Source: an optimization exercise on an open RTL-to-GDS flow (aim: small area, a short achievable clock period and few clock cycles per item). Production flows keep margins and buffers that such runs may drop.
The RTL was checked by simulation tests, not by an equivalence proof against the original design.
No activity file was given, so power comes from the tool's default toggle rates.

==> flow/design.v, too long to show whole: its modules and the start of the top module <==
// module multserial: 1327 lines
// module benc: 5 lines
// module xnr: 3 lines
// module bsel: 3 lines
// module bseln: 3 lines
// module fa: 4 lines
// module ha: 4 lines
// module pnode: 4 lines
// module gnode: 3 lines
// module cpa: 308 lines
module multserial(input wire CLK,
                  input wire RST,
                  input wire MST,
                  input wire MSGN,
                  input wire [31:0] SRCA,
                  input wire [31:0] SRCB,
                  output wire [63:0] PROD,
                  output wire PRODV);
  // ...
==> flow/run.sh <==
#!/bin/bash
# synth_recipe.tcl (not shown) runs the flow's synth.tcl, then flattens the netlist and writes it again
# the make line also repeats each setting of config.mk as NAME=value (left out here)
make -C /OpenROAD-flow-scripts/flow DESIGN_CONFIG=/design/flow/config.mk WORK_HOME=/design/flow/orfs CLKGATE_MAP_FILE= SYNTH_SCRIPT=/design/flow/synth_recipe.tcl finish
==> flow/config.mk <==
export PLATFORM = sky130hd
export DESIGN_NAME = multserial
export DESIGN_NICKNAME = multserial
export VERILOG_FILES = /design/flow/design.v
export SDC_FILE = /design/flow/constraint.sdc
export NUM_CORES = 4
export LEC_CHECK = 0
export CAP_MARGIN = 20
export CORE_MARGIN = 2
export CORE_UTILIZATION = 40
export PLACE_DENSITY = 0.6
export SLEW_MARGIN = 20
export SYNTH_HIERARCHICAL = 1
==> flow/constraint.sdc <==
create_clock -name core_clock -period 5.0 [get_ports {CLK}]
set_input_delay 1.0000 -clock core_clock [delete_from_list [all_inputs] [get_ports {CLK}]]
set_output_delay 1.0000 -clock core_clock [all_outputs]
set_load 0.01 [all_outputs]
==> impl_metrics.env, run 1 <==
export IMPL_check_faults="negative setup slack"
export IMPL_place_area_sq_mm=0.03459
export IMPL_inverters=17
export IMPL_synthAdderAreaFrac=0.4266
export IMPL_fillers=5637
export IMPL_max_cap_violations=0
export IMPL_postSynth_asyncResetShare=0
export IMPL_buffers_excl_clock=665
export IMPL_final_hold_viol_count=0
export IMPL_fp_row_count=94
export IMPL_setup_slack_ps=-14.12
export IMPL_status="complete, but fails checks"
export IMPL_final_common_cell="xnor2_1"
export IMPL_largest_reg_flops=64
export IMPL_die_w_um=260.4
export IMPL_p_clk_uw=1370
export IMPL_hp_start="prodv"
export IMPL_pre_cts_ws_ps=-689.5
export IMPL_yosysTopAreaCellShare=0.3662
export IMPL_critPathMaxStageDelay_ps=540
export IMPL_insertion_delay_ps=480
export IMPL_path_class="primary input to flop"
export IMPL_met1_length_um=39020
export IMPL_setup_viol=3
export IMPL_top_power_group="combinational cells"
export IMPL_pg_comb_uw=18500
export IMPL_worst_setup_path_end_kind="flop"
export IMPL_sequentialPowerShare=0.135
export IMPL_core_area_sq_mm=0.06539
export IMPL_htreeDepth=4
export IMPL_cts_made_buffers=17
export IMPL_grt_total_usage=0.3112
export IMPL_power_total_uw=23010
export IMPL_seqCellArea_sq_mm=0.003834
export IMPL_grt_pass1_vias=24700
export IMPL_min_path_cells=1
export IMPL_synthCells=2225
export IMPL_root_buffer="clkbuf_16"
export IMPL_worstPathRequired_ps=5220
export IMPL_dpl_hpwl_um=86010
export IMPL_path_cells="clkdlybuf4s50_1 -> ha_2 -> nor2b_4 -> buf_4 -> xnor2_1 -> buf_4 -> o22ai_1 -> fa_2 -> fa_1 -> fa_1 -> fa_2 -> fa_1 -> fa_2"
export IMPL_p_leak_uw=0.01459
export IMPL_overflow=0
export IMPL_flops_and_latches=128
Testbench counts, summed over its fixed seeds: cycles 2,000, items 2,000.
==> inputs of run 2 (changes only) <==
--- a/flow/config.mk
+++ b/flow/config.mk
@@ -7,7 +7,7 @@
 export LEC_CHECK = 0
 export CAP_MARGIN = 20
 export CORE_MARGIN = 2
-export CORE_UTILIZATION = 40
-export PLACE_DENSITY = 0.6
+export CORE_UTILIZATION = 65
+export PLACE_DENSITY = 0.75
 export SLEW_MARGIN = 20
 export SYNTH_HIERARCHICAL = 1
==> run 2 against run 1 <==
Compared with the run above: fmax decreased by 2.7%; routed wire length is 5.9% higher; via count is 12% higher; highest routed layer is now met5; cell count fell by 11%; critical endpoint is now c_q[36]; cell area shrank 4.0%; still fails the layout checks on negative setup slack.
==> impl_metrics.env, run 2 <==
export IMPL_status="complete, but fails checks"
export IMPL_check_faults="negative setup slack"
export IMPL_syn2layout_area_growth_pct=33.01
export IMPL_grt_pass1_wl_um=158300
export IMPL_slew_headroom=0.3873
export IMPL_largestRegisters="s_q: 64 flops, c_q: 63 flops, prodv: 1 flops"
export IMPL_worst_setup_path_end_kind="flop"
export IMPL_setup_slack_ps=-154.4
export IMPL_syn_avg_cell_area_sq_um=11.82
export IMPL_postSynth_asyncResetShare=0
export IMPL_synth_top_area_cell="fa_1"
export IMPL_period_share=1.031
export IMPL_cp_common_cell="fa_2"
export IMPL_synth_seq_cells=128
export IMPL_ys_seq_area_frac=0.1458
export IMPL_die_w_um=205.1
export IMPL_core_area_sq_mm=0.03982
export IMPL_fin_nets=3542
export IMPL_initial_core_util=0.6604
export IMPL_vias=25640
export IMPL_clk_pin_slew_ps=70
export IMPL_critPathMaxStageDelay_ps=600
export IMPL_finalClockSkew_ps=0
export IMPL_die_area_sq_mm=0.04208
export IMPL_synth_area_leaders="fa_1 (37%), xnor2_1 (20%), edfxtp_1 (15%)"
export IMPL_pre_cts_ws_ps=-764.7
export IMPL_post_synth_num_cell_types=17
export IMPL_dpl_hpwl_um=79230
export IMPL_fp_row_count=73
export IMPL_ys_warn_count=7
export IMPL_post_route_cell_area_sq_mm=0.03498
export IMPL_rrSetupSlack_ps=4410
export IMPL_regMostFlops="s_q"
export IMPL_rsz0062_at_grt="yes"
export IMPL_synth_edf_count=127
export IMPL_fin_cells=3407
export IMPL_hold_path_class="flop to flop"
export IMPL_avgViaCountPerCell=7.526
export IMPL_max_cap_violations=0
export IMPL_critPathMaxFanout=8
export IMPL_tritoncts="built"
export IMPL_tightest_slew_ps=919.0
export IMPL_port_buffers=132
export IMPL_num_io_pins=133
export IMPL_setup_viol=17
export IMPL_cpMaxStageDelayCell="fa_2"
export IMPL_grt_total_usage=0.5188
export IMPL_overflow=0
export IMPL_drt_wirelength_per_cell_um=32.46
export IMPL_p_leak_uw=0.01397
export IMPL_worstPathRequired_ps=5220
export IMPL_reg2reg_depth=1
export IMPL_min_path_cells=1
export IMPL_die_h_um=205.1
export IMPL_reg2reg_to="prodv"
export IMPL_layout_drive_gt1_share=0.2612
export IMPL_final_hold_viol_count=0
export IMPL_drv_slew=0
export IMPL_drt_pass1_iterations=17
export IMPL_vdd_drop_max_mv=0.8633
export IMPL_largest_reg_flops=64
export IMPL_final_common_cell="xnor2_1"
export IMPL_final_cell_mix="xnor2_1 (523), o22ai_1 (517), fa_1 (408)"
export IMPL_grt_max_degree=68
export IMPL_netlist_area_sq_mm=0.02630
export IMPL_path_buf_inv=2
export IMPL_ant_nets=0
export IMPL_drt_total_wl_um=110600
export IMPL_antenna_found_initial=4
export IMPL_cts_hold_buf=0
export IMPL_r2r_start="prodv"
export IMPL_drtIter0Drc=4553
export IMPL_synth_common_cells="xnor2_1 (593), o22ai_1 (560), fa_1 (481)"
export IMPL_min_to="prodv"
export IMPL_clock_sinks=128
export IMPL_htreeDepth=4
export IMPL_cp_arrival_ps=5370
export IMPL_insertion_delay_ps=480
export IMPL_crit_family="adder cells"
export IMPL_setup_tns_ps=-905.0
export IMPL_synthCells=2225
export IMPL_yosysTopAreaCellShare=0.3662
export IMPL_fmax_mhz=194.0
export IMPL_hp_start="prodv"
export IMPL_clockBufferDepth=2
export IMPL_cellPowerDensity_mw_per_mm2=679.7
export IMPL_path_cells="dlygate4sd2_1 -> ha_4 -> nor2b_4 -> clkbuf_16 -> xnor2_2 -> o22ai_1 -> fa_2 -> fa_2 -> fa_2 -> fa_2 -> fa_2 -> fa_1"
export IMPL_fin_util=0.8784
export IMPL_cts_made_buffers=17
export IMPL_drc=0
export IMPL_synth_most_common_cell="xnor2_1"
export IMPL_gp_congestion=1.073
export IMPL_place_inst=3343
export IMPL_period_needed_ps=5154
export IMPL_synth_main_ff_cell="edfxtp_1"
export IMPL_place_area_sq_mm=0.03328
export IMPL_crit_path_start_kind="primary input"
export IMPL_root_buffer="clkbuf_16"
export IMPL_grt_pass1_vias=27040
export IMPL_path_class="primary input to flop"
-- run 2: timing repair --
action,4_1_cts,5_1_grt
endpoints found under the setup margin,60,57
buffers inserted,13,9
gates cloned,3,4
resized for setup,88,95
endpoints found under the hold margin,0,0
pin swaps,32,37
-- run 2: kinds of logic (layout without fill, tap and decap cells) --
kind of cell	Yosys count	in the layout	synth area share
other	2	40	0.0002856
XOR/XNOR	656	656	0.2185
AO/OA/AOI/OAI	708	708	0.1771
AND/OR/NAND/NOR	105	105	0.02902
adder cells (fa/ha/maj)	608	608	0.4266
flip-flops	128	128	0.1458
buffers and inverters	18	637	0.002712
-- run 2: metal layers --
| layer | wire, um | share of wire | global-route usage | vias to the layer above |
|---|---|---|---|---|
| met5 | 163 | 0.0015 | 0.02738 | - |
| met4 | 13680 | 0.12 | 0.4663 | 8 |
| met3 | 15190 | 0.14 | 0.1984 | 1122 |
| met2 | 49280 | 0.45 | 0.8138 | 2658 |
| met1 | 32260 | 0.29 | 0.5389 | 12250 |
| li1 | - | - | - | 9604 |
-- run 2: layout make-up --
class | instances | area [sq um]
Sequential cell | 128 | 3834
Fill cell | 1837 | 4843
Multi-Input combinational cell | 2114 | 23840
Clock inverter | 13 | 161.4
Inverter | 17 | 71.32
Clock buffer | 19 | 432.9
Timing Repair Buffer | 588 | 5979
Antenna cell | 3 | 7.507
Tap cell | 525 | 656.9
-- run 2: how the worst max path moves through the flow --
stage | start | end | slack (ps) | depth (start not counted)
global route | SRCB[19] | c_q[37] | -150 | 12
floorplan | MSGN | c_q[33] | -490 | 11
detailed placement | SRCB[11] | c_q[37] | -760 | 12
CTS | SRCB[29] | c_q[36] | -40 | 12
finish | SRCB[19] | c_q[36] | -150 | 12
global placement | SRCB[7] | c_q[32] | -600 | 12
-- run 2: stage by stage --
| step | power (uW) | hold slack (ps) |
|---|---|---|
| floorplan | 14300 | 515.9 |
| global placement | 20460 | 453.5 |
| detailed placement | 21640 | 474.6 |
| CTS | 23320 | 487.1 |
| global route | 25510 | 504.6 |
| finish | 23780 | 489.7 |
-- run 2: Yosys stat by module (local to each module, per instance) --
module	copies in the design	flip-flops and latches	cells	cell area, sq um
bseln	16	0	1	8.758
fa	481	0	1	20.02
pnode	52	0	2	13.76
benc	17	0	6	50.05
ha	110	0	1	12.51
bsel	560	0	1	6.256
gnode	62	0	1	7.507
cpa	1	0	64	559.3
xnr	593	0	1	8.758
multserial	1	128	133	3864
-- run 2: power breakdown --
group          switching (uW)  internal [uW]  total (uW)
Sequential                185           2910        3100
Combinational           10000           9330       19300
Clock                     563            782        1350
==> inputs of run 3 (changes only) <==
==> flow/flow/run.sh (new file) <==
#!/bin/bash
set -e
export BUFFER_PORTS_ARGS="-buffer_cell sky130_fd_sc_hd__buf_2"
bash standard.sh finish > standard.log 2>&1
==> flow/standard.sh (new file) <==
#!/bin/bash
# synth_recipe.tcl (not shown) runs the flow's synth.tcl, then flattens the netlist and writes it again
# the make line also repeats each setting of config.mk as NAME=value (left out here)
make -C /OpenROAD-flow-scripts/flow DESIGN_CONFIG=/design/flow/config.mk WORK_HOME=/design/flow/orfs CLKGATE_MAP_FILE= SYNTH_SCRIPT=/design/flow/synth_recipe.tcl "${@:-finish}"
--- a/flow/config.mk
+++ b/flow/config.mk
@@ -7,7 +7,7 @@
 export LEC_CHECK = 0
 export CAP_MARGIN = 20
 export CORE_MARGIN = 2
-export CORE_UTILIZATION = 65
-export PLACE_DENSITY = 0.75
+export CORE_UTILIZATION = 40
+export PLACE_DENSITY = 0.6
 export SLEW_MARGIN = 20
 export SYNTH_HIERARCHICAL = 1
removed: flow/run.sh
==> run 3 against run 2 <==
Compared with the run above: the run now finishes clean; power down 11%; combinational power down 13%; critical path depth up 1; synthesized area unchanged; synthesized cell count unchanged; clock power down 6%; sequential power about the same; clock skew unchanged; global-route usage down 23 points; sequential share of layout area up 0.74 points; non-clock buffer count down 125; fmax up 7.4%; highest routed layer is now met4.
==> impl_metrics.env, run 3 <==
export IMPL_critPathMaxStageDelay_ps=390
export IMPL_p_sw_uw=9724
export IMPL_final_cell_mix="xnor2_1 (550), o22ai_1 (545), fa_1 (432)"
export IMPL_diodes=0
export IMPL_grt_max_degree=64
export IMPL_path_buf_inv=1
export IMPL_whs_ps=469.8
export IMPL_cp_endpoint="PROD[63]"
export IMPL_min_path_cells=1
export IMPL_fmax_mhz=208.4
export IMPL_clk_pin_slew_ps=60
export IMPL_clockBufferDepth=2
export IMPL_crit_cells=13
export IMPL_cp_arrival_ps=3800
export IMPL_post_synth_num_cell_types=17
export IMPL_slew_headroom=0.5388
export IMPL_place_inst=3586
export IMPL_max_cap_violations=0
export IMPL_p_comb_frac=0.794
export IMPL_finalClockSkew_ps=0
export IMPL_drt_pass1_iterations=5
export IMPL_synth_common_cells="xnor2_1 (593), o22ai_1 (560), fa_1 (481)"
export IMPL_drv_slew=0
export IMPL_worst_setup_path_end_kind="output port"
export IMPL_cpMaxStageDelayCell="edfxtp_1"
export IMPL_synth_edf_count=127
export IMPL_vdd_drop_max_mv=0.4198
export IMPL_clock_sinks=128
export IMPL_drtIter0Drc=2243
export IMPL_final_common_cell="xnor2_1"
export IMPL_fin_nets=3417
export IMPL_p_leak_uw=0.01286
export IMPL_ys_warn_count=7
export IMPL_fp_row_count=94
export IMPL_drt_total_wl_um=95460
export IMPL_setup_tns_ps=0
export IMPL_period_needed_ps=4799
export IMPL_largestRegisters="s_q: 64 flops, c_q: 63 flops, prodv: 1 flops"
export IMPL_crit_path_start_kind="flop"
export IMPL_ys_seq_area_frac=0.1458
export IMPL_path_cells="ha_1 -> a21o_1 -> a21o_1 -> a21o_2 -> a21o_4 -> a21o_4 -> a21o_4 -> a21o_4 -> a21o_1 -> a21o_1 -> a21o_1 -> xor2_1 -> buf_2"
export IMPL_overflow=0
export IMPL_htreeDepth=4
export IMPL_cts_made_buffers=17
export IMPL_power_frac_clock=0.060
export IMPL_avgViaCountPerCell=6.029
export IMPL_hold_path_class="flop to flop"
export IMPL_crit_family="compound AO/OA/AOI/OAI gates"
export IMPL_die_w_um=260.4
export IMPL_status="complete, no violations"
export IMPL_switching_share=0.4598
export IMPL_fin_cells=3617
export IMPL_die_area_sq_mm=0.06781
export IMPL_cp_common_cell="a21o_1"
export IMPL_crit_start="s_q[1]"
export IMPL_root_buffer="clkbuf_16"
export IMPL_insertion_delay_ps=470
export IMPL_path_class="flop to output port"
export IMPL_syn2layout_area_growth_pct=24.61
export IMPL_synth_most_common_cell="xnor2_1"
export IMPL_period_share=0.9599
export IMPL_synth_main_ff_cell="edfxtp_1"
export IMPL_critPathMaxFanout=5
export IMPL_num_io_pins=133
export IMPL_tritoncts="built"
export IMPL_multiInputGateArea_sq_mm=0.02327
export IMPL_post_cts_setup_buffers=0
export IMPL_intPower_uw=11420
export IMPL_reg2reg_to="prodv"
export IMPL_drt_wirelength_per_cell_um=26.39
export IMPL_syn_avg_cell_area_sq_um=11.82
export IMPL_netlist_area_sq_mm=0.02630
export IMPL_grt_pass1_vias=23370
export IMPL_regMostFlops="s_q"
export IMPL_core_area_sq_mm=0.06539
export IMPL_reg2reg_depth=1
export IMPL_postSynth_asyncResetShare=0
export IMPL_largest_reg_flops=64
export IMPL_yosysTopAreaCellShare=0.3662
export IMPL_dpl_hpwl_um=78820
export IMPL_setup_viol=0
export IMPL_drc=0
export IMPL_grt_total_usage=0.2875
export IMPL_ant_nets=0
export IMPL_seqCellArea_sq_mm=0.003834
export IMPL_initial_core_util=0.4022
export IMPL_r2r_start="prodv"
export IMPL_vias=21810
export IMPL_grt_pass1_wl_um=143200
export IMPL_die_h_um=260.4
export IMPL_rsz0062_at_grt="no"
export IMPL_gp_congestion=1.066
export IMPL_synth_top_area_cell="fa_1"
export IMPL_tightest_slew_ps=691.7
export IMPL_antenna_found_initial=1
export IMPL_fillers=5884
export IMPL_final_hold_viol_count=0
export IMPL_synth_area_leaders="fa_1 (37%), xnor2_1 (20%), edfxtp_1 (15%)"
export IMPL_sequentialPowerShare=0.146
export IMPL_layout_drive_gt1_share=0.2412
export IMPL_rrSetupSlack_ps=4420
export IMPL_fin_util=0.5011
export IMPL_synth_seq_cells=128
export IMPL_cellPowerDensity_mw_per_mm2=645.3
export IMPL_worstPathRequired_ps=4000
export IMPL_port_buffers=132
export IMPL_synthCells=2225
==> run 3: changes by cell type in the layout (fill, tap and decap cells not counted), moves of 22 or more <==
cell,before,now
buf_2,0,131
clkdlybuf4s50_1,91,0
buf_4,350,266
o22ai_1,517,545
xnor2_1,523,550
o22ai_2,41,15
fa_1,408,432
fa_2,73,49
xnor2_2,65,43
==> run 3: modules after synthesis, one instance, submodules excluded <==
module      copies in the design  area (sq um)  flops+latches  cells inside
benc                          17         50.05              0             6
pnode                         52         13.76              0             2
bseln                         16         8.758              0             1
xnr                          593         8.758              0             1
cpa                            1         559.3              0            64
fa                           481         20.02              0             1
multserial                     1          3864            128           133
bsel                         560         6.256              0             1
ha                           110         12.51              0             1
gnode                         62         7.507              0             1
==> run 3: metal layers <==
layer / global-route usage / wire, um / vias up
li1: - / - / 9357
met1: 0.3540 / 36510 / 11030
met2: 0.4836 / 46400 / 1172
met3: 0.04711 / 7137 / 253
met4: 0.1556 / 5411 / 0
met5: 0 / 0 / -
==> run 3: cells by family (layout without fill, tap and decap cells) <==
family | after synthesis | in the layout | synth area share
other | 2 | 37 | 0.0002856
buffers and inverters | 18 | 511 | 0.002712
AO/OA/AOI/OAI | 708 | 708 | 0.1771
XOR/XNOR | 656 | 656 | 0.2185
adder cells (fa/ha/maj) | 608 | 608 | 0.4266
AND/OR/NAND/NOR | 105 | 105 | 0.02902
flip-flops | 128 | 128 | 0.1458
==> run 3: worst min path at each step <==
stage,start,to,slack [ps]
after floorplan,prodv,prodv,520
after global placement,prodv,prodv,450
after detailed placement,prodv,prodv,460
after CTS,prodv,prodv,480
after global routing,prodv,prodv,510
final,prodv,prodv,470
==> run 3: layout make-up <==
| type | instances | share of cell area |
|---|---|---|
| Multi-Input combinational cell | 2114 | 0.7101 |
| Tap cell | 864 | 0.03299 |
| Inverter | 17 | 0.001947 |
| Sequential cell | 128 | 0.1170 |
| Clock buffer | 17 | 0.01298 |
| Timing Repair Buffer | 463 | 0.1210 |
| Clock inverter | 14 | 0.003971 |
==> run 3: repair_timing <==
item | 4_1_cts | 5_1_grt
pin swaps | 0 | 0
resized for setup | 3 | 4
hold buffers | 0 | 0
endpoints found under the setup margin | 2 | 1
==> run 3: through the flow <==
stage / worst slack (ps) / total power (uW) / area, sq um
2_1_floorplan: -486.5 / 14300 / 27140
3_3_place_gp: -183.7 / 19780 / 32180
3_5_place_dp: -214.9 / 20210 / 32180
4_1_cts: 23.55 / 21590 / 32750
5_1_grt: 24.20 / 23520 / 32770
6_report: 200.7 / 21150 / 32770
==> run 3: power by group through the flow <==
stage               Combinational (uW)  Clock (uW)  Sequential (uW)
finish                           16800        1270             3080
floorplan                        11300           0             3030
global placement                 16700           0             3110
global route                     19000        1340             3140
CTS                              17200        1310             3090
detailed placement               17100           0             3110
==> inputs of run 4 (changes only) <==
==> flow/flow/run.sh (replaced) <==
#!/bin/bash
set -e
cp standard.sh flow/standard.sh.seen 2>/dev/null || true
export BUFFER_PORTS_ARGS="-buffer_cell sky130_fd_sc_hd__buf_2"
bash standard.sh finish > standard.log 2>&1
==> flow/flow/standard.sh.seen (new file) <==
#!/bin/bash
# The standard flow's own layout of this design, on the ORFS make targets given (by default finish). After
# finish it leaves the final layout's DEF at /design/flow/out/final.def.
set -euo pipefail
make -C /OpenROAD-flow-scripts/flow DESIGN_CONFIG=/design/flow/config.mk WORK_HOME=/design/flow/orfs CLKGATE_MAP_FILE= SYNTH_SCRIPT=/design/flow/synth_recipe.tcl CAP_MARGIN=20 CORE_MARGIN=2 CORE_UTILIZATION=40 PLACE_DENSITY=0.6 SLEW_MARGIN=20 SYNTH_HIERARCHICAL=1 "${@:-finish}"
if [[ -f /design/flow/orfs/results/sky130hd/multserial/base/6_final.odb ]]; then
  : # left out here: write the final layout as DEF
fi
==> run 4 against run 3 <==
Compared with the run above: critical path type unchanged; still clean on timing, DRC and antenna; highest routed layer unchanged; power unchanged; largest power group unchanged; largest cell class unchanged; synthesized area did not move; clock skew stayed put; non-clock buffer count stayed put.
==> impl_metrics.env, run 4 <==
export IMPL_status="complete, no violations"
export IMPL_grt_use_met2=0.4836
export IMPL_vdd_drop_max_mv=0.4198
export IMPL_diodes=0
export IMPL_htreeDepth=4
export IMPL_cp_common_cell="a21o_1"
export IMPL_synth_most_common_cell="xnor2_1"
export IMPL_clk_pin_slew_ps=60
export IMPL_ys_warn_count=7
export IMPL_clockBufferDepth=2
export IMPL_use_met3=0.04711
export IMPL_path_class="flop to output port"
export IMPL_fillers=5884
export IMPL_initial_core_util=0.4022
export IMPL_antenna_found_initial=1
export IMPL_gp_congestion=1.066
export IMPL_rsz0062_at_grt="no"
export IMPL_crit_path_start_kind="flop"
export IMPL_p_comb_frac=0.794
export IMPL_drc=0
export IMPL_setup_viol=0
export IMPL_synthCells=2225
export IMPL_drt_pass1_iterations=5
export IMPL_cts_hold_buf=0
export IMPL_power_frac_clock=0.060
export IMPL_p_leak_uw=0.01286
export IMPL_final_common_cell="xnor2_1"
export IMPL_worst_setup_path_end_kind="output port"
export IMPL_synth_area_leaders="fa_1 (37%), xnor2_1 (20%), edfxtp_1 (15%)"
export IMPL_vias=21810
export IMPL_yosysTopAreaCellShare=0.3662
export IMPL_place_inst=3586
export IMPL_tritoncts="built"
export IMPL_syn_avg_cell_area_sq_um=11.82
export IMPL_die_area_sq_mm=0.06781
export IMPL_root_buffer="clkbuf_16"
export IMPL_post_cts_setup_buffers=0
export IMPL_place_area_sq_mm=0.03218
export IMPL_synth_seq_cells=128
export IMPL_top_usage_layer="met2"
export IMPL_final_hold_viol_count=0
export IMPL_grt_pass1_wl_um=143200
export IMPL_cpMaxStageDelayCell="edfxtp_1"
export IMPL_cts_resized=3
export IMPL_die_h_um=260.4
export IMPL_cp_arrival_ps=3800
export IMPL_path_cells="ha_1 -> a21o_1 -> a21o_1 -> a21o_2 -> a21o_4 -> a21o_4 -> a21o_4 -> a21o_4 -> a21o_1 -> a21o_1 -> a21o_1 -> xor2_1 -> buf_2"
export IMPL_largestRegisters="s_q: 64 flops, c_q: 63 flops, prodv: 1 flops"
export IMPL_met1_usage=0.3540
export IMPL_core_area_sq_mm=0.06539
export IMPL_cts_made_buffers=17
export IMPL_tightest_slew_ps=691.7
export IMPL_pre_cts_ws_ps=-214.9
export IMPL_critPathMaxStageDelay_ps=390
export IMPL_drt_wirelength_per_cell_um=26.39
export IMPL_grt_max_degree=64
export IMPL_fin_cells=3617
export IMPL_sequentialPowerShare=0.146
export IMPL_grt_pass1_vias=23370
export IMPL_grt_total_usage=0.2875
export IMPL_fin_nets=3417
export IMPL_postSynth_asyncResetShare=0
export IMPL_die_w_um=260.4
export IMPL_avgViaCountPerCell=6.029
export IMPL_post_synth_num_cell_types=17
export IMPL_synth_top_area_cell="fa_1"
export IMPL_cellPowerDensity_mw_per_mm2=645.3
export IMPL_p_sw_uw=9724
export IMPL_synth_edf_count=127
export IMPL_drt_total_wl_um=95460
export IMPL_max_cap_violations=0
export IMPL_insertion_delay_ps=470
export IMPL_post_route_cell_area_sq_mm=0.03277
export IMPL_setup_tns_ps=0
export IMPL_num_io_pins=133
export IMPL_final_cell_mix="xnor2_1 (550), o22ai_1 (545), fa_1 (432)"
export IMPL_netlist_area_sq_mm=0.02630
export IMPL_setup_slack_ps=200.7
export IMPL_fin_util=0.5011
export IMPL_ant_nets=0
export IMPL_clock_sinks=128
export IMPL_port_buffers=132
export IMPL_switching_share=0.4598
export IMPL_synth_main_ff_cell="edfxtp_1"
export IMPL_slew_headroom=0.5388
export IMPL_overflow=0
export IMPL_hold_path_class="flop to flop"
export IMPL_fmax_mhz=208.4
export IMPL_fp_row_count=94
export IMPL_dpl_hpwl_um=78820
export IMPL_worstPathRequired_ps=4000
export IMPL_largest_reg_flops=64
export IMPL_path_buf_inv=1
export IMPL_regMostFlops="s_q"
export IMPL_ys_seq_area_frac=0.1458
export IMPL_layout_drive_gt1_share=0.2412
export IMPL_finalClockSkew_ps=0
export IMPL_synth_common_cells="xnor2_1 (593), o22ai_1 (560), fa_1 (481)"
export IMPL_period_share=0.9599
export IMPL_intPower_uw=11420
export IMPL_crit_family="compound AO/OA/AOI/OAI gates"
export IMPL_drtIter0Drc=2243
export IMPL_syn2layout_area_growth_pct=24.61
export IMPL_drv_slew=0
export IMPL_period_needed_ps=4799
export IMPL_critPathMaxFanout=5
-- run 4: cell counts in the layout (fill, tap and decap cells not counted) --
No cell type changed its count.
-- run 4: modules after synthesis, one instance, submodules excluded --
| module | area, sq um | flip-flops and latches | cells inside | times used |
|---|---|---|---|---|
| pnode | 13.76 | 0 | 2 | 52 |
| fa | 20.02 | 0 | 1 | 481 |
| xnr | 8.758 | 0 | 1 | 593 |
| gnode | 7.507 | 0 | 1 | 62 |
| benc | 50.05 | 0 | 6 | 17 |
| bsel | 6.256 | 0 | 1 | 560 |
| ha | 12.51 | 0 | 1 | 110 |
| bseln | 8.758 | 0 | 1 | 16 |
| multserial | 3864 | 128 | 133 | 1 |
| cpa | 559.3 | 0 | 64 | 1 |
-- run 4: cells by family (layout without fill, tap and decap cells) --
| group | count (synthesis) | in the layout | share of synthesized area |
|---|---|---|---|
| compound gates | 708 | 708 | 0.1771 |
| xor+xnor | 656 | 656 | 0.2185 |
| fa+ha+maj | 608 | 608 | 0.4266 |
| flops | 128 | 128 | 0.1458 |
| simple gates | 105 | 105 | 0.02902 |
| buf+inv | 18 | 511 | 0.002712 |
| other cells | 2 | 37 | 0.0002856 |
-- run 4: path summary, 6_finish.rpt --
check                           startpoint        to  slack [ps]  depth (start not counted)
worst max register to register       prodv     prodv        4420                          1
worst min-delay path                 prodv     prodv         470                          1
worst min register to register       prodv     prodv         470                          1
worst max-delay path                s_q[1]  PROD[63]         200                         13
-- run 4: final cells by class --
type | instances | area (sq um) | area share
clock buffer | 17 | 425.4 | 0.01298
sequential | 128 | 3834 | 0.1170
multi-input combinational | 2114 | 23270 | 0.7101
inverter | 17 | 63.81 | 0.001947
timing repair buffer | 463 | 3965 | 0.1210
clock inverter | 14 | 130.1 | 0.003971
tap | 864 | 1081 | 0.03299
-- run 4: power groups by stage --
| stage | Clock, uW | Combinational, uW | Sequential (uW) |
|---|---|---|---|
| after detailed placement | 0 | 17100 | 3110 |
| after floorplan | 0 | 11300 | 3030 |
| after CTS | 1310 | 17200 | 3090 |
| after global placement | 0 | 16700 | 3110 |
| after global routing | 1340 | 19000 | 3140 |
| final | 1270 | 16800 | 3080 |
-- run 4: per-stage QoR --
step / hold slack (ps) / power [uW]
after detailed placement: 464.3 / 20210
after floorplan: 515.9 / 14300
after global routing: 512.6 / 23520
after CTS: 481.0 / 21590
after global placement: 453.1 / 19780
final: 469.8 / 21150
-- run 4: per-layer routing --
| metal | vias up | wire length (um) |
|---|---|---|
| li1 | 9357 | - |
| met1 | 11030 | 36510 |
| met2 | 1172 | 46400 |
| met3 | 253 | 7137 |
| met4 | 0 | 5411 |
| met5 | - | 0 |

==> port drivers added, routing unchanged <==
The flow's constraints put no driver on any port. The routed layouts listed below were extracted and timed again, unchanged, in two steps. Step 1 assumes that a clkbuf_16 drives the clock port and a buf_2 every other input. Step 2 times the ports against the registers' clock, not the clock port: input delays grow and output delays shrink by t, the midpoint of the rising clock arrivals with the driver on. Three values: no drivers, after step 1, after step 2; two values: the first two.
| run | shift t [ns] | setup WS [ns] | worst data-port slew with drivers (ns) |
|---|---|---|---|
| run 1 | 0.542 | -0.014 / 0.016 / -0.526 | 0.05 |
| run 2 | 0.540 | -0.154 / -0.122 / -0.661 | 0.10 |
| run 3 | 0.548 | 0.201 / 0.133 / -0.246 | 0.05 |
| run 4 | 0.548 | 0.201 / 0.133 / -0.246 | 0.05 |
Met with ideal ports but missed after step 2: setup timing in run 3 and run 4. For run 1, which loses most, drivers alone change the setup slack by +0.030 ns; drivers and shift together by -0.512 ns.
